What follows belongs to an exercise in optimizing a design on an open flow for small area, a short achievable clock period and few clock cycles per item; a production flow would make more cautious choices. Function was not checked in any run shown here: the RTL went through the layout flow alone. Power is estimated from default activity; no workload was simulated.

==> flow/design.v (outline; a module is shown in full before it is edited, if it fits) <==
// module COMP_Control: 861 lines
// module FA: 4 lines
module COMP_Control(
    input clock,
    input rst,
    input start_trigger,
    input reset_act,
    input reset_data,
    input signed [15:0] K0,
    input signed [15:0] K1,
    input signed [15:0] K2,
    input signed [17:0] setPoint,
    input signed [17:0] data,
    output reg busy,
    output wire signed [15:0] COMP_output
    );
  // ...
==> flow/flow/run.sh <==
#!/bin/bash
# The standard layout (standard.sh: the standard flow's synthesis, floorplan, placement,
# CTS, routing) at the design's clock period and constraints, with two
# changes to how hard the resizer works:
#  - repair_timing aims for a setup slack of SETUP_MARGIN ns instead of 0,
#    so the critical paths get sized and buffered although the 12 ns clock
#    would already be met;
#  - the port buffers are buf_2 cells rather than the resizer's pick.
set -euo pipefail
cd "$(dirname "$0")/.."
SETUP_MARGIN=$(cat flow/setup_margin.txt)
bash standard.sh "SETUP_SLACK_MARGIN=$SETUP_MARGIN" \
  "BUFFER_PORTS_ARGS=-buffer_cell sky130_fd_sc_hd__buf_2" finish > standard_make.log 2>&1
==> flow/flow/setup_margin.txt <==
7.5
==> flow/standard.sh <==
#!/bin/bash
# synth_recipe.tcl (not shown) runs the flow's synth.tcl, then flattens the netlist and writes it again
# the make line also repeats each setting of config.mk as NAME=value (left out here)
make -C /OpenROAD-flow-scripts/flow DESIGN_CONFIG=/design/flow/config.mk WORK_HOME=/design/flow/orfs CLKGATE_MAP_FILE= SYNTH_SCRIPT=/design/flow/synth_recipe.tcl "${@:-finish}"
==> flow/config.mk <==
export PLATFORM = sky130hd
export DESIGN_NAME = COMP_Control
export DESIGN_NICKNAME = COMP_Control
export VERILOG_FILES = /design/flow/design.v
export SDC_FILE = /design/flow/constraint.sdc
export NUM_CORES = 4
export LEC_CHECK = 0
export CAP_MARGIN = 20
export CORE_MARGIN = 2
export CORE_UTILIZATION = 40
export SLEW_MARGIN = 20
export SYNTH_HIERARCHICAL = 1
export SYNTH_MINIMUM_KEEP_SIZE = 0
==> flow/constraint.sdc <==
create_clock -name core_clock -period 12.0 [get_ports {clock}]
set_input_delay 2.4000 -clock core_clock [delete_from_list [all_inputs] [get_ports {clock}]]
set_output_delay 2.4000 -clock core_clock [all_outputs]
set_load 0.01 [all_outputs]
==> key figures, run 1 <==
Outcome
  – Status: no timing/DRC/antenna violations

Pwr
  – Sequential power: about 750 uW
  – Comb power: 994 uW
  – Switching pwr: ~900 uW

Critical path
  – CP Capture Type: output port
  – Critical path launch point type: flop
  – R2r setup slk: roughly 7.6 ns

Synthesis
  – Yosys top cell area share: approximately a quarter
  – Mux share of post-synthesis cell area: less than 1%
  – Yosys reg bits: between 150 and 200
  – Synth unique cells: 64
  – Top_reg_cell synth: dfxtp_1
  – Number of synthesized flops with an enable pin: 0

STA
  – Tightest Pin Transition: 0.968 ns
  – Fmax: between 0.15 and 0.2 GHz
  – Setup TNS Final: 0 ns
  – Final setup violation count: 0

Finish
  – Seq area share: between 10% and 20%
  – Regs by FF count: C x48, S x48

Hold path
  – HP Class: reg -> reg

GRT
  – Busiest layer in global routing: met2
  – Pin count of the biggest net entering global routing: 96
  – Overall routing resource usage: a little over a fifth
  – Number of global-route vias before repair: about 13,000

Drt
  – DR vias/cell: ~5.4
  – Drt first pass iters: 6
  – Detailed Route WL: 41,800 um

Clocking
  – Clock slew at reported path FFs: around 0.080 ns
  – Max Buffers Root-to-Sink: 2
  – Clock Tree Root: clkbuf_16

Place
  – Cell Count Post-Placement: 2,208

Floorplan
  – Die Height: about 200 um
  – Num ports: 106

Job
  – Maximum capacitance violations: 0
==> inputs of run 2 (changes only) <==
--- a/flow/design.v
+++ b/flow/design.v
@@ -10,222 +10,223 @@
     input signed [17:0] setPoint,
     input signed [17:0] data,
     output reg busy,
     output wire signed [15:0] COMP_output
     );
     reg [18:0] e0, e1, e2;
     reg [47:0] S, C;
     reg [15:0] Kr;
-    reg sB, sC, sD;    
+    reg sB, sC;    
     wire load = start_trigger & ~busy & ~reset_act & ~rst;
     wire clr_all = rst | (reset_act & reset_data);
     wire [18:0] diff = {setPoint[17], setPoint} - {data[17], data};
+    wire [15:0] Km = Kr | (K2 & {16{load}});
     wire [47:0] acc = S + C;
     assign COMP_output = {acc[47], acc[29:15]};
-    wire d0_one = e2[0] ^ 1'b0;
-    wire d0_two = (e2[1] & ~e2[0] & ~1'b0) | (~e2[1] & e2[0] & 1'b0);
-    wire d0_neg = (e2[1] & ~(e2[0] & 1'b0)) ^ sC;
-    wire d0_pp0 = ((d0_one & Kr[0])) ^ d0_neg;
-    wire d0_pp1 = ((d0_one & Kr[1]) | (d0_two & Kr[0])) ^ d0_neg;
-    wire d0_pp2 = ((d0_one & Kr[2]) | (d0_two & Kr[1])) ^ d0_neg;
-    wire d0_pp3 = ((d0_one & Kr[3]) | (d0_two & Kr[2])) ^ d0_neg;
-    wire d0_pp4 = ((d0_one & Kr[4]) | (d0_two & Kr[3])) ^ d0_neg;
-    wire d0_pp5 = ((d0_one & Kr[5]) | (d0_two & Kr[4])) ^ d0_neg;
-    wire d0_pp6 = ((d0_one & Kr[6]) | (d0_two & Kr[5])) ^ d0_neg;
-    wire d0_pp7 = ((d0_one & Kr[7]) | (d0_two & Kr[6])) ^ d0_neg;
-    wire d0_pp8 = ((d0_one & Kr[8]) | (d0_two & Kr[7])) ^ d0_neg;
-    wire d0_pp9 = ((d0_one & Kr[9]) | (d0_two & Kr[8])) ^ d0_neg;
-    wire d0_pp10 = ((d0_one & Kr[10]) | (d0_two & Kr[9])) ^ d0_neg;
-    wire d0_pp11 = ((d0_one & Kr[11]) | (d0_two & Kr[10])) ^ d0_neg;
-    wire d0_pp12 = ((d0_one & Kr[12]) | (d0_two & Kr[11])) ^ d0_neg;
-    wire d0_pp13 = ((d0_one & Kr[13]) | (d0_two & Kr[12])) ^ d0_neg;
-    wire d0_pp14 = ((d0_one & Kr[14]) | (d0_two & Kr[13])) ^ d0_neg;
-    wire d0_pp15 = ((d0_one & Kr[15]) | (d0_two & Kr[14])) ^ d0_neg;
-    wire d0_pp16 = ((d0_two & Kr[15])) ^ d0_neg;
-    wire d1_one = e2[2] ^ e2[1];
-    wire d1_two = (e2[3] & ~e2[2] & ~e2[1]) | (~e2[3] & e2[2] & e2[1]);
-    wire d1_neg = (e2[3] & ~(e2[2] & e2[1])) ^ sC;
-    wire d1_pp0 = ((d1_one & Kr[0])) ^ d1_neg;
-    wire d1_pp1 = ((d1_one & Kr[1]) | (d1_two & Kr[0])) ^ d1_neg;
-    wire d1_pp2 = ((d1_one & Kr[2]) | (d1_two & Kr[1])) ^ d1_neg;
-    wire d1_pp3 = ((d1_one & Kr[3]) | (d1_two & Kr[2])) ^ d1_neg;
-    wire d1_pp4 = ((d1_one & Kr[4]) | (d1_two & Kr[3])) ^ d1_neg;
-    wire d1_pp5 = ((d1_one & Kr[5]) | (d1_two & Kr[4])) ^ d1_neg;
-    wire d1_pp6 = ((d1_one & Kr[6]) | (d1_two & Kr[5])) ^ d1_neg;
-    wire d1_pp7 = ((d1_one & Kr[7]) | (d1_two & Kr[6])) ^ d1_neg;
-    wire d1_pp8 = ((d1_one & Kr[8]) | (d1_two & Kr[7])) ^ d1_neg;
-    wire d1_pp9 = ((d1_one & Kr[9]) | (d1_two & Kr[8])) ^ d1_neg;
-    wire d1_pp10 = ((d1_one & Kr[10]) | (d1_two & Kr[9])) ^ d1_neg;
-    wire d1_pp11 = ((d1_one & Kr[11]) | (d1_two & Kr[10])) ^ d1_neg;
-    wire d1_pp12 = ((d1_one & Kr[12]) | (d1_two & Kr[11])) ^ d1_neg;
-    wire d1_pp13 = ((d1_one & Kr[13]) | (d1_two & Kr[12])) ^ d1_neg;
-    wire d1_pp14 = ((d1_one & Kr[14]) | (d1_two & Kr[13])) ^ d1_neg;
-    wire d1_pp15 = ((d1_one & Kr[15]) | (d1_two & Kr[14])) ^ d1_neg;
-    wire d1_pp16 = ((d1_two & Kr[15])) ^ d1_neg;
-    wire d2_one = e2[4] ^ e2[3];
-    wire d2_two = (e2[5] & ~e2[4] & ~e2[3]) | (~e2[5] & e2[4] & e2[3]);
-    wire d2_neg = (e2[5] & ~(e2[4] & e2[3])) ^ sC;
-    wire d2_pp0 = ((d2_one & Kr[0])) ^ d2_neg;
-    wire d2_pp1 = ((d2_one & Kr[1]) | (d2_two & Kr[0])) ^ d2_neg;
-    wire d2_pp2 = ((d2_one & Kr[2]) | (d2_two & Kr[1])) ^ d2_neg;
-    wire d2_pp3 = ((d2_one & Kr[3]) | (d2_two & Kr[2])) ^ d2_neg;
-    wire d2_pp4 = ((d2_one & Kr[4]) | (d2_two & Kr[3])) ^ d2_neg;
-    wire d2_pp5 = ((d2_one & Kr[5]) | (d2_two & Kr[4])) ^ d2_neg;
-    wire d2_pp6 = ((d2_one & Kr[6]) | (d2_two & Kr[5])) ^ d2_neg;
-    wire d2_pp7 = ((d2_one & Kr[7]) | (d2_two & Kr[6])) ^ d2_neg;
-    wire d2_pp8 = ((d2_one & Kr[8]) | (d2_two & Kr[7])) ^ d2_neg;
-    wire d2_pp9 = ((d2_one & Kr[9]) | (d2_two & Kr[8])) ^ d2_neg;
-    wire d2_pp10 = ((d2_one & Kr[10]) | (d2_two & Kr[9])) ^ d2_neg;
-    wire d2_pp11 = ((d2_one & Kr[11]) | (d2_two & Kr[10])) ^ d2_neg;
-    wire d2_pp12 = ((d2_one & Kr[12]) | (d2_two & Kr[11])) ^ d2_neg;
-    wire d2_pp13 = ((d2_one & Kr[13]) | (d2_two & Kr[12])) ^ d2_neg;
-    wire d2_pp14 = ((d2_one & Kr[14]) | (d2_two & Kr[13])) ^ d2_neg;
-    wire d2_pp15 = ((d2_one & Kr[15]) | (d2_two & Kr[14])) ^ d2_neg;
-    wire d2_pp16 = ((d2_two & Kr[15])) ^ d2_neg;
-    wire d3_one = e2[6] ^ e2[5];
-    wire d3_two = (e2[7] & ~e2[6] & ~e2[5]) | (~e2[7] & e2[6] & e2[5]);
-    wire d3_neg = (e2[7] & ~(e2[6] & e2[5])) ^ sC;
-    wire d3_pp0 = ((d3_one & Kr[0])) ^ d3_neg;
-    wire d3_pp1 = ((d3_one & Kr[1]) | (d3_two & Kr[0])) ^ d3_neg;
-    wire d3_pp2 = ((d3_one & Kr[2]) | (d3_two & Kr[1])) ^ d3_neg;
-    wire d3_pp3 = ((d3_one & Kr[3]) | (d3_two & Kr[2])) ^ d3_neg;
-    wire d3_pp4 = ((d3_one & Kr[4]) | (d3_two & Kr[3])) ^ d3_neg;
-    wire d3_pp5 = ((d3_one & Kr[5]) | (d3_two & Kr[4])) ^ d3_neg;
-    wire d3_pp6 = ((d3_one & Kr[6]) | (d3_two & Kr[5])) ^ d3_neg;
-    wire d3_pp7 = ((d3_one & Kr[7]) | (d3_two & Kr[6])) ^ d3_neg;
-    wire d3_pp8 = ((d3_one & Kr[8]) | (d3_two & Kr[7])) ^ d3_neg;
-    wire d3_pp9 = ((d3_one & Kr[9]) | (d3_two & Kr[8])) ^ d3_neg;
-    wire d3_pp10 = ((d3_one & Kr[10]) | (d3_two & Kr[9])) ^ d3_neg;
-    wire d3_pp11 = ((d3_one & Kr[11]) | (d3_two & Kr[10])) ^ d3_neg;
-    wire d3_pp12 = ((d3_one & Kr[12]) | (d3_two & Kr[11])) ^ d3_neg;
-    wire d3_pp13 = ((d3_one & Kr[13]) | (d3_two & Kr[12])) ^ d3_neg;
-    wire d3_pp14 = ((d3_one & Kr[14]) | (d3_two & Kr[13])) ^ d3_neg;
-    wire d3_pp15 = ((d3_one & Kr[15]) | (d3_two & Kr[14])) ^ d3_neg;
-    wire d3_pp16 = ((d3_two & Kr[15])) ^ d3_neg;
-    wire d4_one = e2[8] ^ e2[7];
-    wire d4_two = (e2[9] & ~e2[8] & ~e2[7]) | (~e2[9] & e2[8] & e2[7]);
-    wire d4_neg = (e2[9] & ~(e2[8] & e2[7])) ^ sC;
-    wire d4_pp0 = ((d4_one & Kr[0])) ^ d4_neg;
-    wire d4_pp1 = ((d4_one & Kr[1]) | (d4_two & Kr[0])) ^ d4_neg;
-    wire d4_pp2 = ((d4_one & Kr[2]) | (d4_two & Kr[1])) ^ d4_neg;
-    wire d4_pp3 = ((d4_one & Kr[3]) | (d4_two & Kr[2])) ^ d4_neg;
-    wire d4_pp4 = ((d4_one & Kr[4]) | (d4_two & Kr[3])) ^ d4_neg;
-    wire d4_pp5 = ((d4_one & Kr[5]) | (d4_two & Kr[4])) ^ d4_neg;
-    wire d4_pp6 = ((d4_one & Kr[6]) | (d4_two & Kr[5])) ^ d4_neg;
-    wire d4_pp7 = ((d4_one & Kr[7]) | (d4_two & Kr[6])) ^ d4_neg;
-    wire d4_pp8 = ((d4_one & Kr[8]) | (d4_two & Kr[7])) ^ d4_neg;
-    wire d4_pp9 = ((d4_one & Kr[9]) | (d4_two & Kr[8])) ^ d4_neg;
-    wire d4_pp10 = ((d4_one & Kr[10]) | (d4_two & Kr[9])) ^ d4_neg;
-    wire d4_pp11 = ((d4_one & Kr[11]) | (d4_two & Kr[10])) ^ d4_neg;
-    wire d4_pp12 = ((d4_one & Kr[12]) | (d4_two & Kr[11])) ^ d4_neg;
-    wire d4_pp13 = ((d4_one & Kr[13]) | (d4_two & Kr[12])) ^ d4_neg;
-    wire d4_pp14 = ((d4_one & Kr[14]) | (d4_two & Kr[13])) ^ d4_neg;
-    wire d4_pp15 = ((d4_one & Kr[15]) | (d4_two & Kr[14])) ^ d4_neg;
-    wire d4_pp16 = ((d4_two & Kr[15])) ^ d4_neg;
-    wire d5_one = e2[10] ^ e2[9];
-    wire d5_two = (e2[11] & ~e2[10] & ~e2[9]) | (~e2[11] & e2[10] & e2[9]);
-    wire d5_neg = (e2[11] & ~(e2[10] & e2[9])) ^ sC;
-    wire d5_pp0 = ((d5_one & Kr[0])) ^ d5_neg;
-    wire d5_pp1 = ((d5_one & Kr[1]) | (d5_two & Kr[0])) ^ d5_neg;
-    wire d5_pp2 = ((d5_one & Kr[2]) | (d5_two & Kr[1])) ^ d5_neg;
-    wire d5_pp3 = ((d5_one & Kr[3]) | (d5_two & Kr[2])) ^ d5_neg;
-    wire d5_pp4 = ((d5_one & Kr[4]) | (d5_two & Kr[3])) ^ d5_neg;
-    wire d5_pp5 = ((d5_one & Kr[5]) | (d5_two & Kr[4])) ^ d5_neg;
-    wire d5_pp6 = ((d5_one & Kr[6]) | (d5_two & Kr[5])) ^ d5_neg;
-    wire d5_pp7 = ((d5_one & Kr[7]) | (d5_two & Kr[6])) ^ d5_neg;
-    wire d5_pp8 = ((d5_one & Kr[8]) | (d5_two & Kr[7])) ^ d5_neg;
-    wire d5_pp9 = ((d5_one & Kr[9]) | (d5_two & Kr[8])) ^ d5_neg;
-    wire d5_pp10 = ((d5_one & Kr[10]) | (d5_two & Kr[9])) ^ d5_neg;
-    wire d5_pp11 = ((d5_one & Kr[11]) | (d5_two & Kr[10])) ^ d5_neg;
-    wire d5_pp12 = ((d5_one & Kr[12]) | (d5_two & Kr[11])) ^ d5_neg;
-    wire d5_pp13 = ((d5_one & Kr[13]) | (d5_two & Kr[12])) ^ d5_neg;
-    wire d5_pp14 = ((d5_one & Kr[14]) | (d5_two & Kr[13])) ^ d5_neg;
-    wire d5_pp15 = ((d5_one & Kr[15]) | (d5_two & Kr[14])) ^ d5_neg;
-    wire d5_pp16 = ((d5_two & Kr[15])) ^ d5_neg;
-    wire d6_one = e2[12] ^ e2[11];
-    wire d6_two = (e2[13] & ~e2[12] & ~e2[11]) | (~e2[13] & e2[12] & e2[11]);
-    wire d6_neg = (e2[13] & ~(e2[12] & e2[11])) ^ sC;
-    wire d6_pp0 = ((d6_one & Kr[0])) ^ d6_neg;
-    wire d6_pp1 = ((d6_one & Kr[1]) | (d6_two & Kr[0])) ^ d6_neg;
-    wire d6_pp2 = ((d6_one & Kr[2]) | (d6_two & Kr[1])) ^ d6_neg;
-    wire d6_pp3 = ((d6_one & Kr[3]) | (d6_two & Kr[2])) ^ d6_neg;
-    wire d6_pp4 = ((d6_one & Kr[4]) | (d6_two & Kr[3])) ^ d6_neg;
-    wire d6_pp5 = ((d6_one & Kr[5]) | (d6_two & Kr[4])) ^ d6_neg;
-    wire d6_pp6 = ((d6_one & Kr[6]) | (d6_two & Kr[5])) ^ d6_neg;
-    wire d6_pp7 = ((d6_one & Kr[7]) | (d6_two & Kr[6])) ^ d6_neg;
-    wire d6_pp8 = ((d6_one & Kr[8]) | (d6_two & Kr[7])) ^ d6_neg;
-    wire d6_pp9 = ((d6_one & Kr[9]) | (d6_two & Kr[8])) ^ d6_neg;
-    wire d6_pp10 = ((d6_one & Kr[10]) | (d6_two & Kr[9])) ^ d6_neg;
-    wire d6_pp11 = ((d6_one & Kr[11]) | (d6_two & Kr[10])) ^ d6_neg;
-    wire d6_pp12 = ((d6_one & Kr[12]) | (d6_two & Kr[11])) ^ d6_neg;
-    wire d6_pp13 = ((d6_one & Kr[13]) | (d6_two & Kr[12])) ^ d6_neg;
-    wire d6_pp14 = ((d6_one & Kr[14]) | (d6_two & Kr[13])) ^ d6_neg;
-    wire d6_pp15 = ((d6_one & Kr[15]) | (d6_two & Kr[14])) ^ d6_neg;
-    wire d6_pp16 = ((d6_two & Kr[15])) ^ d6_neg;
-    wire d7_one = e2[14] ^ e2[13];
-    wire d7_two = (e2[15] & ~e2[14] & ~e2[13]) | (~e2[15] & e2[14] & e2[13]);
-    wire d7_neg = (e2[15] & ~(e2[14] & e2[13])) ^ sC;
-    wire d7_pp0 = ((d7_one & Kr[0])) ^ d7_neg;
-    wire d7_pp1 = ((d7_one & Kr[1]) | (d7_two & Kr[0])) ^ d7_neg;
-    wire d7_pp2 = ((d7_one & Kr[2]) | (d7_two & Kr[1])) ^ d7_neg;
-    wire d7_pp3 = ((d7_one & Kr[3]) | (d7_two & Kr[2])) ^ d7_neg;
-    wire d7_pp4 = ((d7_one & Kr[4]) | (d7_two & Kr[3])) ^ d7_neg;
-    wire d7_pp5 = ((d7_one & Kr[5]) | (d7_two & Kr[4])) ^ d7_neg;
-    wire d7_pp6 = ((d7_one & Kr[6]) | (d7_two & Kr[5])) ^ d7_neg;
-    wire d7_pp7 = ((d7_one & Kr[7]) | (d7_two & Kr[6])) ^ d7_neg;
-    wire d7_pp8 = ((d7_one & Kr[8]) | (d7_two & Kr[7])) ^ d7_neg;
-    wire d7_pp9 = ((d7_one & Kr[9]) | (d7_two & Kr[8])) ^ d7_neg;
-    wire d7_pp10 = ((d7_one & Kr[10]) | (d7_two & Kr[9])) ^ d7_neg;
-    wire d7_pp11 = ((d7_one & Kr[11]) | (d7_two & Kr[10])) ^ d7_neg;
-    wire d7_pp12 = ((d7_one & Kr[12]) | (d7_two & Kr[11])) ^ d7_neg;
-    wire d7_pp13 = ((d7_one & Kr[13]) | (d7_two & Kr[12])) ^ d7_neg;
-    wire d7_pp14 = ((d7_one & Kr[14]) | (d7_two & Kr[13])) ^ d7_neg;
-    wire d7_pp15 = ((d7_one & Kr[15]) | (d7_two & Kr[14])) ^ d7_neg;
-    wire d7_pp16 = ((d7_two & Kr[15])) ^ d7_neg;
-    wire d8_one = e2[16] ^ e2[15];
-    wire d8_two = (e2[17] & ~e2[16] & ~e2[15]) | (~e2[17] & e2[16] & e2[15]);
-    wire d8_neg = (e2[17] & ~(e2[16] & e2[15])) ^ sC;
-    wire d8_pp0 = ((d8_one & Kr[0])) ^ d8_neg;
-    wire d8_pp1 = ((d8_one & Kr[1]) | (d8_two & Kr[0])) ^ d8_neg;
-    wire d8_pp2 = ((d8_one & Kr[2]) | (d8_two & Kr[1])) ^ d8_neg;
-    wire d8_pp3 = ((d8_one & Kr[3]) | (d8_two & Kr[2])) ^ d8_neg;
-    wire d8_pp4 = ((d8_one & Kr[4]) | (d8_two & Kr[3])) ^ d8_neg;
-    wire d8_pp5 = ((d8_one & Kr[5]) | (d8_two & Kr[4])) ^ d8_neg;
-    wire d8_pp6 = ((d8_one & Kr[6]) | (d8_two & Kr[5])) ^ d8_neg;
-    wire d8_pp7 = ((d8_one & Kr[7]) | (d8_two & Kr[6])) ^ d8_neg;
-    wire d8_pp8 = ((d8_one & Kr[8]) | (d8_two & Kr[7])) ^ d8_neg;
-    wire d8_pp9 = ((d8_one & Kr[9]) | (d8_two & Kr[8])) ^ d8_neg;
-    wire d8_pp10 = ((d8_one & Kr[10]) | (d8_two & Kr[9])) ^ d8_neg;
-    wire d8_pp11 = ((d8_one & Kr[11]) | (d8_two & Kr[10])) ^ d8_neg;
-    wire d8_pp12 = ((d8_one & Kr[12]) | (d8_two & Kr[11])) ^ d8_neg;
-    wire d8_pp13 = ((d8_one & Kr[13]) | (d8_two & Kr[12])) ^ d8_neg;
-    wire d8_pp14 = ((d8_one & Kr[14]) | (d8_two & Kr[13])) ^ d8_neg;
-    wire d8_pp15 = ((d8_one & Kr[15]) | (d8_two & Kr[14])) ^ d8_neg;
-    wire d8_pp16 = ((d8_two & Kr[15])) ^ d8_neg;
-    wire d9_one = e2[18] ^ e2[17];
-    wire d9_two = (e2[18] & ~e2[18] & ~e2[17]) | (~e2[18] & e2[18] & e2[17]);
-    wire d9_neg = (e2[18] & ~(e2[18] & e2[17])) ^ sC;
-    wire d9_pp0 = ((d9_one & Kr[0])) ^ d9_neg;
-    wire d9_pp1 = ((d9_one & Kr[1]) | (d9_two & Kr[0])) ^ d9_neg;
-    wire d9_pp2 = ((d9_one & Kr[2]) | (d9_two & Kr[1])) ^ d9_neg;
-    wire d9_pp3 = ((d9_one & Kr[3]) | (d9_two & Kr[2])) ^ d9_neg;
-    wire d9_pp4 = ((d9_one & Kr[4]) | (d9_two & Kr[3])) ^ d9_neg;
-    wire d9_pp5 = ((d9_one & Kr[5]) | (d9_two & Kr[4])) ^ d9_neg;
-    wire d9_pp6 = ((d9_one & Kr[6]) | (d9_two & Kr[5])) ^ d9_neg;
-    wire d9_pp7 = ((d9_one & Kr[7]) | (d9_two & Kr[6])) ^ d9_neg;
-    wire d9_pp8 = ((d9_one & Kr[8]) | (d9_two & Kr[7])) ^ d9_neg;
-    wire d9_pp9 = ((d9_one & Kr[9]) | (d9_two & Kr[8])) ^ d9_neg;
-    wire d9_pp10 = ((d9_one & Kr[10]) | (d9_two & Kr[9])) ^ d9_neg;
-    wire d9_pp11 = ((d9_one & Kr[11]) | (d9_two & Kr[10])) ^ d9_neg;
-    wire d9_pp12 = ((d9_one & Kr[12]) | (d9_two & Kr[11])) ^ d9_neg;
-    wire d9_pp13 = ((d9_one & Kr[13]) | (d9_two & Kr[12])) ^ d9_neg;
-    wire d9_pp14 = ((d9_one & Kr[14]) | (d9_two & Kr[13])) ^ d9_neg;
-    wire d9_pp15 = ((d9_one & Kr[15]) | (d9_two & Kr[14])) ^ d9_neg;
-    wire d9_pp16 = ((d9_two & Kr[15])) ^ d9_neg;
+    wire d0_one = e1[0] ^ 1'b0;
+    wire d0_two = (e1[1] & ~e1[0] & ~1'b0) | (~e1[1] & e1[0] & 1'b0);
+    wire d0_neg = (e1[1] & ~(e1[0] & 1'b0)) ^ sB;
+    wire d0_pp0 = ((d0_one & Km[0])) ^ d0_neg;
+    wire d0_pp1 = ((d0_one & Km[1]) | (d0_two & Km[0])) ^ d0_neg;
+    wire d0_pp2 = ((d0_one & Km[2]) | (d0_two & Km[1])) ^ d0_neg;
+    wire d0_pp3 = ((d0_one & Km[3]) | (d0_two & Km[2])) ^ d0_neg;
+    wire d0_pp4 = ((d0_one & Km[4]) | (d0_two & Km[3])) ^ d0_neg;
+    wire d0_pp5 = ((d0_one & Km[5]) | (d0_two & Km[4])) ^ d0_neg;
+    wire d0_pp6 = ((d0_one & Km[6]) | (d0_two & Km[5])) ^ d0_neg;
+    wire d0_pp7 = ((d0_one & Km[7]) | (d0_two & Km[6])) ^ d0_neg;
+    wire d0_pp8 = ((d0_one & Km[8]) | (d0_two & Km[7])) ^ d0_neg;
+    wire d0_pp9 = ((d0_one & Km[9]) | (d0_two & Km[8])) ^ d0_neg;
+    wire d0_pp10 = ((d0_one & Km[10]) | (d0_two & Km[9])) ^ d0_neg;
+    wire d0_pp11 = ((d0_one & Km[11]) | (d0_two & Km[10])) ^ d0_neg;
+    wire d0_pp12 = ((d0_one & Km[12]) | (d0_two & Km[11])) ^ d0_neg;
+    wire d0_pp13 = ((d0_one & Km[13]) | (d0_two & Km[12])) ^ d0_neg;
+    wire d0_pp14 = ((d0_one & Km[14]) | (d0_two & Km[13])) ^ d0_neg;
+    wire d0_pp15 = ((d0_one & Km[15]) | (d0_two & Km[14])) ^ d0_neg;
+    wire d0_pp16 = ((d0_two & Km[15])) ^ d0_neg;
+    wire d1_one = e1[2] ^ e1[1];
+    wire d1_two = (e1[3] & ~e1[2] & ~e1[1]) | (~e1[3] & e1[2] & e1[1]);
+    wire d1_neg = (e1[3] & ~(e1[2] & e1[1])) ^ sB;
+    wire d1_pp0 = ((d1_one & Km[0])) ^ d1_neg;
+    wire d1_pp1 = ((d1_one & Km[1]) | (d1_two & Km[0])) ^ d1_neg;
+    wire d1_pp2 = ((d1_one & Km[2]) | (d1_two & Km[1])) ^ d1_neg;
+    wire d1_pp3 = ((d1_one & Km[3]) | (d1_two & Km[2])) ^ d1_neg;
+    wire d1_pp4 = ((d1_one & Km[4]) | (d1_two & Km[3])) ^ d1_neg;
+    wire d1_pp5 = ((d1_one & Km[5]) | (d1_two & Km[4])) ^ d1_neg;
+    wire d1_pp6 = ((d1_one & Km[6]) | (d1_two & Km[5])) ^ d1_neg;
+    wire d1_pp7 = ((d1_one & Km[7]) | (d1_two & Km[6])) ^ d1_neg;
+    wire d1_pp8 = ((d1_one & Km[8]) | (d1_two & Km[7])) ^ d1_neg;
+    wire d1_pp9 = ((d1_one & Km[9]) | (d1_two & Km[8])) ^ d1_neg;
+    wire d1_pp10 = ((d1_one & Km[10]) | (d1_two & Km[9])) ^ d1_neg;
+    wire d1_pp11 = ((d1_one & Km[11]) | (d1_two & Km[10])) ^ d1_neg;
+    wire d1_pp12 = ((d1_one & Km[12]) | (d1_two & Km[11])) ^ d1_neg;
+    wire d1_pp13 = ((d1_one & Km[13]) | (d1_two & Km[12])) ^ d1_neg;
+    wire d1_pp14 = ((d1_one & Km[14]) | (d1_two & Km[13])) ^ d1_neg;
+    wire d1_pp15 = ((d1_one & Km[15]) | (d1_two & Km[14])) ^ d1_neg;
+    wire d1_pp16 = ((d1_two & Km[15])) ^ d1_neg;
+    wire d2_one = e1[4] ^ e1[3];
+    wire d2_two = (e1[5] & ~e1[4] & ~e1[3]) | (~e1[5] & e1[4] & e1[3]);
+    wire d2_neg = (e1[5] & ~(e1[4] & e1[3])) ^ sB;
+    wire d2_pp0 = ((d2_one & Km[0])) ^ d2_neg;
+    wire d2_pp1 = ((d2_one & Km[1]) | (d2_two & Km[0])) ^ d2_neg;
+    wire d2_pp2 = ((d2_one & Km[2]) | (d2_two & Km[1])) ^ d2_neg;
+    wire d2_pp3 = ((d2_one & Km[3]) | (d2_two & Km[2])) ^ d2_neg;
+    wire d2_pp4 = ((d2_one & Km[4]) | (d2_two & Km[3])) ^ d2_neg;
+    wire d2_pp5 = ((d2_one & Km[5]) | (d2_two & Km[4])) ^ d2_neg;
+    wire d2_pp6 = ((d2_one & Km[6]) | (d2_two & Km[5])) ^ d2_neg;
+    wire d2_pp7 = ((d2_one & Km[7]) | (d2_two & Km[6])) ^ d2_neg;
+    wire d2_pp8 = ((d2_one & Km[8]) | (d2_two & Km[7])) ^ d2_neg;
+    wire d2_pp9 = ((d2_one & Km[9]) | (d2_two & Km[8])) ^ d2_neg;
+    wire d2_pp10 = ((d2_one & Km[10]) | (d2_two & Km[9])) ^ d2_neg;
+    wire d2_pp11 = ((d2_one & Km[11]) | (d2_two & Km[10])) ^ d2_neg;
+    wire d2_pp12 = ((d2_one & Km[12]) | (d2_two & Km[11])) ^ d2_neg;
+    wire d2_pp13 = ((d2_one & Km[13]) | (d2_two & Km[12])) ^ d2_neg;
+    wire d2_pp14 = ((d2_one & Km[14]) | (d2_two & Km[13])) ^ d2_neg;
+    wire d2_pp15 = ((d2_one & Km[15]) | (d2_two & Km[14])) ^ d2_neg;
+    wire d2_pp16 = ((d2_two & Km[15])) ^ d2_neg;
+    wire d3_one = e1[6] ^ e1[5];
+    wire d3_two = (e1[7] & ~e1[6] & ~e1[5]) | (~e1[7] & e1[6] & e1[5]);
+    wire d3_neg = (e1[7] & ~(e1[6] & e1[5])) ^ sB;
+    wire d3_pp0 = ((d3_one & Km[0])) ^ d3_neg;
+    wire d3_pp1 = ((d3_one & Km[1]) | (d3_two & Km[0])) ^ d3_neg;
+    wire d3_pp2 = ((d3_one & Km[2]) | (d3_two & Km[1])) ^ d3_neg;
+    wire d3_pp3 = ((d3_one & Km[3]) | (d3_two & Km[2])) ^ d3_neg;
+    wire d3_pp4 = ((d3_one & Km[4]) | (d3_two & Km[3])) ^ d3_neg;
+    wire d3_pp5 = ((d3_one & Km[5]) | (d3_two & Km[4])) ^ d3_neg;
+    wire d3_pp6 = ((d3_one & Km[6]) | (d3_two & Km[5])) ^ d3_neg;
+    wire d3_pp7 = ((d3_one & Km[7]) | (d3_two & Km[6])) ^ d3_neg;
+    wire d3_pp8 = ((d3_one & Km[8]) | (d3_two & Km[7])) ^ d3_neg;
+    wire d3_pp9 = ((d3_one & Km[9]) | (d3_two & Km[8])) ^ d3_neg;
+    wire d3_pp10 = ((d3_one & Km[10]) | (d3_two & Km[9])) ^ d3_neg;
+    wire d3_pp11 = ((d3_one & Km[11]) | (d3_two & Km[10])) ^ d3_neg;
+    wire d3_pp12 = ((d3_one & Km[12]) | (d3_two & Km[11])) ^ d3_neg;
+    wire d3_pp13 = ((d3_one & Km[13]) | (d3_two & Km[12])) ^ d3_neg;
+    wire d3_pp14 = ((d3_one & Km[14]) | (d3_two & Km[13])) ^ d3_neg;
+    wire d3_pp15 = ((d3_one & Km[15]) | (d3_two & Km[14])) ^ d3_neg;
+    wire d3_pp16 = ((d3_two & Km[15])) ^ d3_neg;
+    wire d4_one = e1[8] ^ e1[7];
+    wire d4_two = (e1[9] & ~e1[8] & ~e1[7]) | (~e1[9] & e1[8] & e1[7]);
+    wire d4_neg = (e1[9] & ~(e1[8] & e1[7])) ^ sB;
+    wire d4_pp0 = ((d4_one & Km[0])) ^ d4_neg;
+    wire d4_pp1 = ((d4_one & Km[1]) | (d4_two & Km[0])) ^ d4_neg;
+    wire d4_pp2 = ((d4_one & Km[2]) | (d4_two & Km[1])) ^ d4_neg;
+    wire d4_pp3 = ((d4_one & Km[3]) | (d4_two & Km[2])) ^ d4_neg;
+    wire d4_pp4 = ((d4_one & Km[4]) | (d4_two & Km[3])) ^ d4_neg;
+    wire d4_pp5 = ((d4_one & Km[5]) | (d4_two & Km[4])) ^ d4_neg;
+    wire d4_pp6 = ((d4_one & Km[6]) | (d4_two & Km[5])) ^ d4_neg;
+    wire d4_pp7 = ((d4_one & Km[7]) | (d4_two & Km[6])) ^ d4_neg;
+    wire d4_pp8 = ((d4_one & Km[8]) | (d4_two & Km[7])) ^ d4_neg;
+    wire d4_pp9 = ((d4_one & Km[9]) | (d4_two & Km[8])) ^ d4_neg;
+    wire d4_pp10 = ((d4_one & Km[10]) | (d4_two & Km[9])) ^ d4_neg;
+    wire d4_pp11 = ((d4_one & Km[11]) | (d4_two & Km[10])) ^ d4_neg;
+    wire d4_pp12 = ((d4_one & Km[12]) | (d4_two & Km[11])) ^ d4_neg;
+    wire d4_pp13 = ((d4_one & Km[13]) | (d4_two & Km[12])) ^ d4_neg;
+    wire d4_pp14 = ((d4_one & Km[14]) | (d4_two & Km[13])) ^ d4_neg;
+    wire d4_pp15 = ((d4_one & Km[15]) | (d4_two & Km[14])) ^ d4_neg;
+    wire d4_pp16 = ((d4_two & Km[15])) ^ d4_neg;
+    wire d5_one = e1[10] ^ e1[9];
+    wire d5_two = (e1[11] & ~e1[10] & ~e1[9]) | (~e1[11] & e1[10] & e1[9]);
+    wire d5_neg = (e1[11] & ~(e1[10] & e1[9])) ^ sB;
+    wire d5_pp0 = ((d5_one & Km[0])) ^ d5_neg;
+    wire d5_pp1 = ((d5_one & Km[1]) | (d5_two & Km[0])) ^ d5_neg;
+    wire d5_pp2 = ((d5_one & Km[2]) | (d5_two & Km[1])) ^ d5_neg;
+    wire d5_pp3 = ((d5_one & Km[3]) | (d5_two & Km[2])) ^ d5_neg;
+    wire d5_pp4 = ((d5_one & Km[4]) | (d5_two & Km[3])) ^ d5_neg;
+    wire d5_pp5 = ((d5_one & Km[5]) | (d5_two & Km[4])) ^ d5_neg;
+    wire d5_pp6 = ((d5_one & Km[6]) | (d5_two & Km[5])) ^ d5_neg;
+    wire d5_pp7 = ((d5_one & Km[7]) | (d5_two & Km[6])) ^ d5_neg;
+    wire d5_pp8 = ((d5_one & Km[8]) | (d5_two & Km[7])) ^ d5_neg;
+    wire d5_pp9 = ((d5_one & Km[9]) | (d5_two & Km[8])) ^ d5_neg;
+    wire d5_pp10 = ((d5_one & Km[10]) | (d5_two & Km[9])) ^ d5_neg;
+    wire d5_pp11 = ((d5_one & Km[11]) | (d5_two & Km[10])) ^ d5_neg;
+    wire d5_pp12 = ((d5_one & Km[12]) | (d5_two & Km[11])) ^ d5_neg;
+    wire d5_pp13 = ((d5_one & Km[13]) | (d5_two & Km[12])) ^ d5_neg;
+    wire d5_pp14 = ((d5_one & Km[14]) | (d5_two & Km[13])) ^ d5_neg;
+    wire d5_pp15 = ((d5_one & Km[15]) | (d5_two & Km[14])) ^ d5_neg;
+    wire d5_pp16 = ((d5_two & Km[15])) ^ d5_neg;
+    wire d6_one = e1[12] ^ e1[11];
+    wire d6_two = (e1[13] & ~e1[12] & ~e1[11]) | (~e1[13] & e1[12] & e1[11]);
+    wire d6_neg = (e1[13] & ~(e1[12] & e1[11])) ^ sB;
+    wire d6_pp0 = ((d6_one & Km[0])) ^ d6_neg;
+    wire d6_pp1 = ((d6_one & Km[1]) | (d6_two & Km[0])) ^ d6_neg;
+    wire d6_pp2 = ((d6_one & Km[2]) | (d6_two & Km[1])) ^ d6_neg;
+    wire d6_pp3 = ((d6_one & Km[3]) | (d6_two & Km[2])) ^ d6_neg;
+    wire d6_pp4 = ((d6_one & Km[4]) | (d6_two & Km[3])) ^ d6_neg;
+    wire d6_pp5 = ((d6_one & Km[5]) | (d6_two & Km[4])) ^ d6_neg;
+    wire d6_pp6 = ((d6_one & Km[6]) | (d6_two & Km[5])) ^ d6_neg;
+    wire d6_pp7 = ((d6_one & Km[7]) | (d6_two & Km[6])) ^ d6_neg;
+    wire d6_pp8 = ((d6_one & Km[8]) | (d6_two & Km[7])) ^ d6_neg;
+    wire d6_pp9 = ((d6_one & Km[9]) | (d6_two & Km[8])) ^ d6_neg;
+    wire d6_pp10 = ((d6_one & Km[10]) | (d6_two & Km[9])) ^ d6_neg;
+    wire d6_pp11 = ((d6_one & Km[11]) | (d6_two & Km[10])) ^ d6_neg;
+    wire d6_pp12 = ((d6_one & Km[12]) | (d6_two & Km[11])) ^ d6_neg;
+    wire d6_pp13 = ((d6_one & Km[13]) | (d6_two & Km[12])) ^ d6_neg;
+    wire d6_pp14 = ((d6_one & Km[14]) | (d6_two & Km[13])) ^ d6_neg;
+    wire d6_pp15 = ((d6_one & Km[15]) | (d6_two & Km[14])) ^ d6_neg;
+    wire d6_pp16 = ((d6_two & Km[15])) ^ d6_neg;
+    wire d7_one = e1[14] ^ e1[13];
+    wire d7_two = (e1[15] & ~e1[14] & ~e1[13]) | (~e1[15] & e1[14] & e1[13]);
+    wire d7_neg = (e1[15] & ~(e1[14] & e1[13])) ^ sB;
+    wire d7_pp0 = ((d7_one & Km[0])) ^ d7_neg;
+    wire d7_pp1 = ((d7_one & Km[1]) | (d7_two & Km[0])) ^ d7_neg;
+    wire d7_pp2 = ((d7_one & Km[2]) | (d7_two & Km[1])) ^ d7_neg;
+    wire d7_pp3 = ((d7_one & Km[3]) | (d7_two & Km[2])) ^ d7_neg;
+    wire d7_pp4 = ((d7_one & Km[4]) | (d7_two & Km[3])) ^ d7_neg;
+    wire d7_pp5 = ((d7_one & Km[5]) | (d7_two & Km[4])) ^ d7_neg;
+    wire d7_pp6 = ((d7_one & Km[6]) | (d7_two & Km[5])) ^ d7_neg;
+    wire d7_pp7 = ((d7_one & Km[7]) | (d7_two & Km[6])) ^ d7_neg;
+    wire d7_pp8 = ((d7_one & Km[8]) | (d7_two & Km[7])) ^ d7_neg;
+    wire d7_pp9 = ((d7_one & Km[9]) | (d7_two & Km[8])) ^ d7_neg;
+    wire d7_pp10 = ((d7_one & Km[10]) | (d7_two & Km[9])) ^ d7_neg;
+    wire d7_pp11 = ((d7_one & Km[11]) | (d7_two & Km[10])) ^ d7_neg;
+    wire d7_pp12 = ((d7_one & Km[12]) | (d7_two & Km[11])) ^ d7_neg;
+    wire d7_pp13 = ((d7_one & Km[13]) | (d7_two & Km[12])) ^ d7_neg;
+    wire d7_pp14 = ((d7_one & Km[14]) | (d7_two & Km[13])) ^ d7_neg;
+    wire d7_pp15 = ((d7_one & Km[15]) | (d7_two & Km[14])) ^ d7_neg;
+    wire d7_pp16 = ((d7_two & Km[15])) ^ d7_neg;
+    wire d8_one = e1[16] ^ e1[15];
+    wire d8_two = (e1[17] & ~e1[16] & ~e1[15]) | (~e1[17] & e1[16] & e1[15]);
+    wire d8_neg = (e1[17] & ~(e1[16] & e1[15])) ^ sB;
+    wire d8_pp0 = ((d8_one & Km[0])) ^ d8_neg;
+    wire d8_pp1 = ((d8_one & Km[1]) | (d8_two & Km[0])) ^ d8_neg;
+    wire d8_pp2 = ((d8_one & Km[2]) | (d8_two & Km[1])) ^ d8_neg;
+    wire d8_pp3 = ((d8_one & Km[3]) | (d8_two & Km[2])) ^ d8_neg;
+    wire d8_pp4 = ((d8_one & Km[4]) | (d8_two & Km[3])) ^ d8_neg;
+    wire d8_pp5 = ((d8_one & Km[5]) | (d8_two & Km[4])) ^ d8_neg;
+    wire d8_pp6 = ((d8_one & Km[6]) | (d8_two & Km[5])) ^ d8_neg;
+    wire d8_pp7 = ((d8_one & Km[7]) | (d8_two & Km[6])) ^ d8_neg;
+    wire d8_pp8 = ((d8_one & Km[8]) | (d8_two & Km[7])) ^ d8_neg;
+    wire d8_pp9 = ((d8_one & Km[9]) | (d8_two & Km[8])) ^ d8_neg;
+    wire d8_pp10 = ((d8_one & Km[10]) | (d8_two & Km[9])) ^ d8_neg;
+    wire d8_pp11 = ((d8_one & Km[11]) | (d8_two & Km[10])) ^ d8_neg;
+    wire d8_pp12 = ((d8_one & Km[12]) | (d8_two & Km[11])) ^ d8_neg;
+    wire d8_pp13 = ((d8_one & Km[13]) | (d8_two & Km[12])) ^ d8_neg;
+    wire d8_pp14 = ((d8_one & Km[14]) | (d8_two & Km[13])) ^ d8_neg;
+    wire d8_pp15 = ((d8_one & Km[15]) | (d8_two & Km[14])) ^ d8_neg;
+    wire d8_pp16 = ((d8_two & Km[15])) ^ d8_neg;
+    wire d9_one = e1[18] ^ e1[17];
+    wire d9_two = (e1[18] & ~e1[18] & ~e1[17]) | (~e1[18] & e1[18] & e1[17]);
+    wire d9_neg = (e1[18] & ~(e1[18] & e1[17])) ^ sB;
+    wire d9_pp0 = ((d9_one & Km[0])) ^ d9_neg;
+    wire d9_pp1 = ((d9_one & Km[1]) | (d9_two & Km[0])) ^ d9_neg;
+    wire d9_pp2 = ((d9_one & Km[2]) | (d9_two & Km[1])) ^ d9_neg;
+    wire d9_pp3 = ((d9_one & Km[3]) | (d9_two & Km[2])) ^ d9_neg;
+    wire d9_pp4 = ((d9_one & Km[4]) | (d9_two & Km[3])) ^ d9_neg;
+    wire d9_pp5 = ((d9_one & Km[5]) | (d9_two & Km[4])) ^ d9_neg;
+    wire d9_pp6 = ((d9_one & Km[6]) | (d9_two & Km[5])) ^ d9_neg;
+    wire d9_pp7 = ((d9_one & Km[7]) | (d9_two & Km[6])) ^ d9_neg;
+    wire d9_pp8 = ((d9_one & Km[8]) | (d9_two & Km[7])) ^ d9_neg;
+    wire d9_pp9 = ((d9_one & Km[9]) | (d9_two & Km[8])) ^ d9_neg;
+    wire d9_pp10 = ((d9_one & Km[10]) | (d9_two & Km[9])) ^ d9_neg;
+    wire d9_pp11 = ((d9_one & Km[11]) | (d9_two & Km[10])) ^ d9_neg;
+    wire d9_pp12 = ((d9_one & Km[12]) | (d9_two & Km[11])) ^ d9_neg;
+    wire d9_pp13 = ((d9_one & Km[13]) | (d9_two & Km[12])) ^ d9_neg;
+    wire d9_pp14 = ((d9_one & Km[14]) | (d9_two & Km[13])) ^ d9_neg;
+    wire d9_pp15 = ((d9_one & Km[15]) | (d9_two & Km[14])) ^ d9_neg;
+    wire d9_pp16 = ((d9_two & Km[15])) ^ d9_neg;
     wire h1_s = S[12] ^ C[12];
     wire h1_c = S[12] & C[12];
     wire h2_s = S[13] ^ C[13];
     wire h2_c = S[13] & C[13];
     wire f3_s, f3_c;
     FA u3 (.a(S[14]), .b(C[14]), .c(d0_pp14), .s(f3_s), .co(f3_c));
     wire h4_s = d1_pp12 ^ d2_pp10;
     wire h4_c = d1_pp12 & d2_pp10;
@@ -813,33 +814,29 @@
     assign S_n[45] = f246_c;
     assign C_n[45] = f247_s;
     assign S_n[46] = f247_c;
     assign C_n[46] = f248_s;
     assign S_n[47] = f248_c;
     assign C_n[47] = f249_s;
     always @(posedge clock) begin
         if (load)
-            Kr <= K2;
-        else if (sB & ~rst)
             Kr <= K1;
-        else if (sC & ~rst)
+        else if (sB & ~rst)
             Kr <= K0;
         else
             Kr <= 16'd0;
         if (rst) begin
             busy <= 1'b0;
             sB <= 1'b0;
             sC <= 1'b0;
-            sD <= 1'b0;
         end else begin
-            busy <= load | sB | sC;
+            busy <= load | sB;
             sB <= load;
             sC <= sB;
-            sD <= sC;
         end
         if (clr_all) begin
             S <= 48'd0;
             C <= 48'd0;
             e0 <= 19'd0;
             e1 <= 19'd0;
             e2 <= 19'd0;
         end else begin
@@ -847,19 +844,18 @@
             C <= C_n;
             if (reset_act) begin
                 e0 <= 19'd0;
             end else if (load) begin
                 e0 <= diff;
                 e1 <= e0;
                 e2 <= e1;
             end else if (busy) begin
-                e0 <= e2;
+                e0 <= e1;
                 e1 <= e0;
-                e2 <= e1;
             end
         end
     end
 endmodule
 module FA(input a, input b, input c, output s, output co);
     assign s = a ^ b ^ c;
     assign co = (a & b) | (a & c) | (b & c);
 endmodule
==> flow/flow/setup_margin.txt (replaced) <==
7.0
==> key figures, run 2 <==
Floorplan
  – Die Wd: 199 um (was 204 um)
  – DIE AREA: 0.0397 sq mm (was 0.0417 sq mm)
  – Die Height: 199 um (was 204 um)
  – Site Rows: 71 (was 73)
  – Num ports: 106 (unchanged)
  – Core area: 0.0376 sq mm (was 0.0396 sq mm)
  – Initial Util: 40.5% (was 40.4%)

Synthesis
  – Synth area leaders: fa_1 (28%), dfxtp_1 (20%), xnor2_1 (12%) (was fa_1 (26%), dfxtp_1 (21%), xnor2_1 (10%))
  – Post-synth top area cell: fa_1 (unchanged)
  – Cells after synthesis: 1,555 (was 1,668)
  – Mapped cell area: 0.0152 sq mm (was 0.0160 sq mm)
  – Number of synthesized flops with an enable pin: 0 (unchanged)
  – Top-count cell post-synth: fa_1 (unchanged)
  – Syn avg cell area: 9.80 sq um (was 9.61 sq um)
  – Synth cell count leaders: fa_1 (211), xnor2_1 (209), dfxtp_1 (152) (was fa_1 (211), xnor2_1 (185), dfxtp_1 (172))
  – Yosys reg bits: 152 (was 172)
  – Top_reg_cell synth: dfxtp_1 (unchanged)
  – Synth unique cells: 59 (was 64)
  – Synthesis warning total: 7 (unchanged)
  – Sequential share of the synthesized area: 20.0% (was 21.5%)
  – Ys async rst share: 0% (unchanged)
  – Yosys top cell area share: 27.7% (was 26.4%)

STA
  – Slew Viols, Final: 0 (unchanged)
  – RSZ-0062 raised after global routing: yes (unchanged)
  – Fin crit share: 49.8% (was 44.5%)
  – Final setup violation count: 0 (unchanged)
  – Fmax: 0.167 GHz (was 0.187 GHz)
  – Final worst slack: 6.03 ns (was 6.66 ns)
  – Clock Skews: 0.0231 ns (was 0.0143 ns)
  – Hold slack: 0.451 ns (about the same)
  – Tightest Pin Transition: 0.982 ns (was 0.968 ns)
  – Crit path time final: 5.97 ns (was 5.34 ns)
  – Setup TNS Final: 0 ns (unchanged)
  – Max transition margin: 34.5% (was 35.4%)
  – Hold violation total from the final report: 0 (unchanged)

Hold path
  – Hold Path Origin: e0[5] (was e0[12])
  – HP Class: reg -> reg (unchanged)
  – Hold Path Stages: 2 (unchanged)

Pwr
  – Worst VDD drop: 0.104 mV (was 0.0952 mV)
  – Leak: 7.88 nW (was 7.43 nW)
  – Total power: 2.66 mW (was 2.31 mW)
  – P per Cell Area: 137 mW/mm^2 (was 127 mW/mm^2)

Place
  – Cell Count Post-Placement: 2,099 (was 2,208)
  – # port buffers: 105 (unchanged)
  – Final GP Congestion: 0.892 (was 0.850)
  – Post-DP HPWL: 32,600 um (was 31,100 um)
  – Placed Instance Area: 0.0165 sq mm (was 0.0169 sq mm)
  – Pre-CTS setup slack: 4.50 ns (was 6.54 ns)

Drt
  – Via count: 12,100 (was 12,200)
  – Detailed Route WL: 44,700 um (was 41,800 um)
  – Detailed Route Iter0 Violations: 754 (was 987)
  – Routed len/inst: 20.0 um (was 18.6 um)
  – Drt drc: 0 (unchanged)
  – DR vias/cell: 5.43 (was 5.41)
  – Post-route ant nets: 0 (unchanged)
  – Drt first pass iters: 5 (was 6)

Clocking
  – Clock slew at reported path FFs: 0.07 ns (was 0.08 ns)
  – Worst-Skew Late Latency: 0.46 ns (was 0.45 ns)
  – Max Buffers Root-to-Sink: 2 (unchanged)
  – Clk sinks: 152 (was 172)
  – TritonCTS Buffers: 17 (unchanged)
  – CTS tree: yes (unchanged)
  – CTS HTree Levels: 4 (unchanged)
  – Clock Tree Root: clkbuf_16 (unchanged)

Finish
  – Share of cells above drive strength 1: 31.9% (was 14.9%)
  – Leading cell type in the layout, fill and taps excluded: xnor2_1 (was fa_1)
  – Final core utilization: 51.5% (was 45.7%)
  – Non-Filler Instances: 2,233 (was 2,252)
  – # diodes: 0 (unchanged)
  – Most frequent cells in the layout: xnor2_1 (170), dfxtp_1 (144), nand2_1 (128) (was fa_1 (211), xnor2_1 (176), dfxtp_1 (161))
  – # nets final: 2,099 (was 2,104)
  – Synthesis-to-finish area growth: 27.1% (was 13.0%)
  – Regs by FF count: C x48, S x48 (unchanged)
  – Finished Cell Area: 0.0194 sq mm (was 0.0181 sq mm)

GRT
  – Grt total ovfl: 0 (unchanged)
  – Pin count of the biggest net entering global routing: 96 (unchanged)
  – Antenna violations before repair: 0 (unchanged)
  – First-pass GRT wire length: 70,700 um (was 69,600 um)
  – Overall routing resource usage: 23.3% (was 21.2%)
  – Number of global-route vias before repair: 12,500 (was 12,800)

Critical path
  – Crit path kind: in -> reg (was reg -> out)
  – Worst Path Required: 12.34 ns (was 9.60 ns)
  – CP Capture Type: flop (was output port)
  – Crit Reg-Reg Startpoint: sB (was sC)
  – Worst-path fanout max: 6 (was 3)
  – Setup crit start: rst (was S[1])
  – R2R cell count: 10 (was 9)
  – Worst EP arrival: 6.31 ns (was 2.94 ns)
  – Critical path launch point type: input port (was flop)

Outcome
  – Status: no timing/DRC/antenna violations (unchanged)

Job
  – Maximum capacitance violations: 0 (unchanged)
-- run 2: repair_timing --
action                                  CTS  global route
pin swaps                               150           102
setup buffers                            81            14
cloned                                    7             0
gates resized for setup                 200            75
endpoints found under the setup margin   85            73
hold buffers                              0             0
-- run 2: per-module statistics from Yosys, one instance, submodules excluded --
module / flops+latches / cells / cell area (sq um)
COMP_Control: 152 / 1345 / 11000
FA: 0 / 1 / 20.0
-- run 2: worst paths after layout --
path / endpoint / slack [ns]
worst min-delay path: e1[5] / 0.45
worst max register to register: C[19] / 6.78
worst min register to register: e1[5] / 0.45
worst max-delay path: C[20] / 6.03
-- run 2: layer usage --
layer | GRT usage, % | vias to the layer above | part of all wire, %
met1 | 31.9 | 6046 | 45
met5 | 0 | - | 0
li1 | - | 5611 | -
met3 | 3.46 | 73 | 5.1
met4 | 8.90 | 0 | 3.1
met2 | 37.3 | 392 | 47
-- run 2: layout make-up --
class                   instances  area (sq um)
repair buffers                222          1780
multi-input cells            1263         13100
clock buffers                  19           443
flip-flops and latches        152          3060
clock inverters                13           180
well taps                     511           639
inverters                      53           203
fillers                      3338         18200
-- run 2: power by group --
group          switching (mW)  internal [mW]  total [mW]
sequential             0.0890          0.604       0.693
clock                   0.240          0.339       0.578
combinational           0.713          0.677        1.39
total                    1.04           1.62        2.66
-- run 2: cell families (layout without fill, tap and decap cells) --
logic type / count (synthesis) / in the layout / share of synthesized area (%)
adders and majority gates: 301 / 301 / 35.1
muxes: 2 / 2 / 0.131
buffers and inverters: 148 / 307 / 3.85
other: 1 / 7 / 0.0246
xor gates and xnor gates: 221 / 221 / 12.7
and+or+nand+nor: 342 / 343 / 11.0
AOI/OAI and AO/OA: 388 / 389 / 17.1
DFF: 152 / 152 / 20.0
-- run 2: critical path, stage by stage --
cell and delay, ns:
buf_8 0.10, or2_4 0.26, nor3_4 0.12, buf_6 0.15, buf_6 0.12, buf_16 0.12, a21o_4 0.18, buf_12 0.12
a22oi_2 0.07, xnor2_1 0.18, fa_1 0.57, fa_2 0.46, fa_2 0.35, fa_2 0.54, fa_2 0.42, and2_4 0.14

-- separate check: timing with driven ports --
The flow's constraints put no driver on any port. The routed layouts listed below were extracted and timed again, unchanged, in two steps. Step 1 assumes that a clkbuf_16 drives the clock port and a buf_2 every other input. Step 2 adds t to the input delays and takes it off the output delays; t is the mean of the earliest and latest rising clock arrival at the registers after step 1. Input paths then give back, and output paths get back, about the clock's delay inside the block. Three values: ideal, step 1, step 2; two values: the first two.
run | t (ns) | setup slack, ns | latest minus earliest clock arrival (ns) | worst register clock-pin slew, ns
run 1 | 0.504 | 6.660 / 6.603 / 7.106 | 0.015 / 0.015 | 0.08 / 0.08
run 2 | 0.502 | 6.030 / 6.034 / 5.533 | 0.023 / 0.023 | 0.07 / 0.07
After both steps setup and hold are still met in every run listed. The setup slack of run 2, which loses most, moves by +0.004 ns with the drivers and by -0.497 ns with both steps.
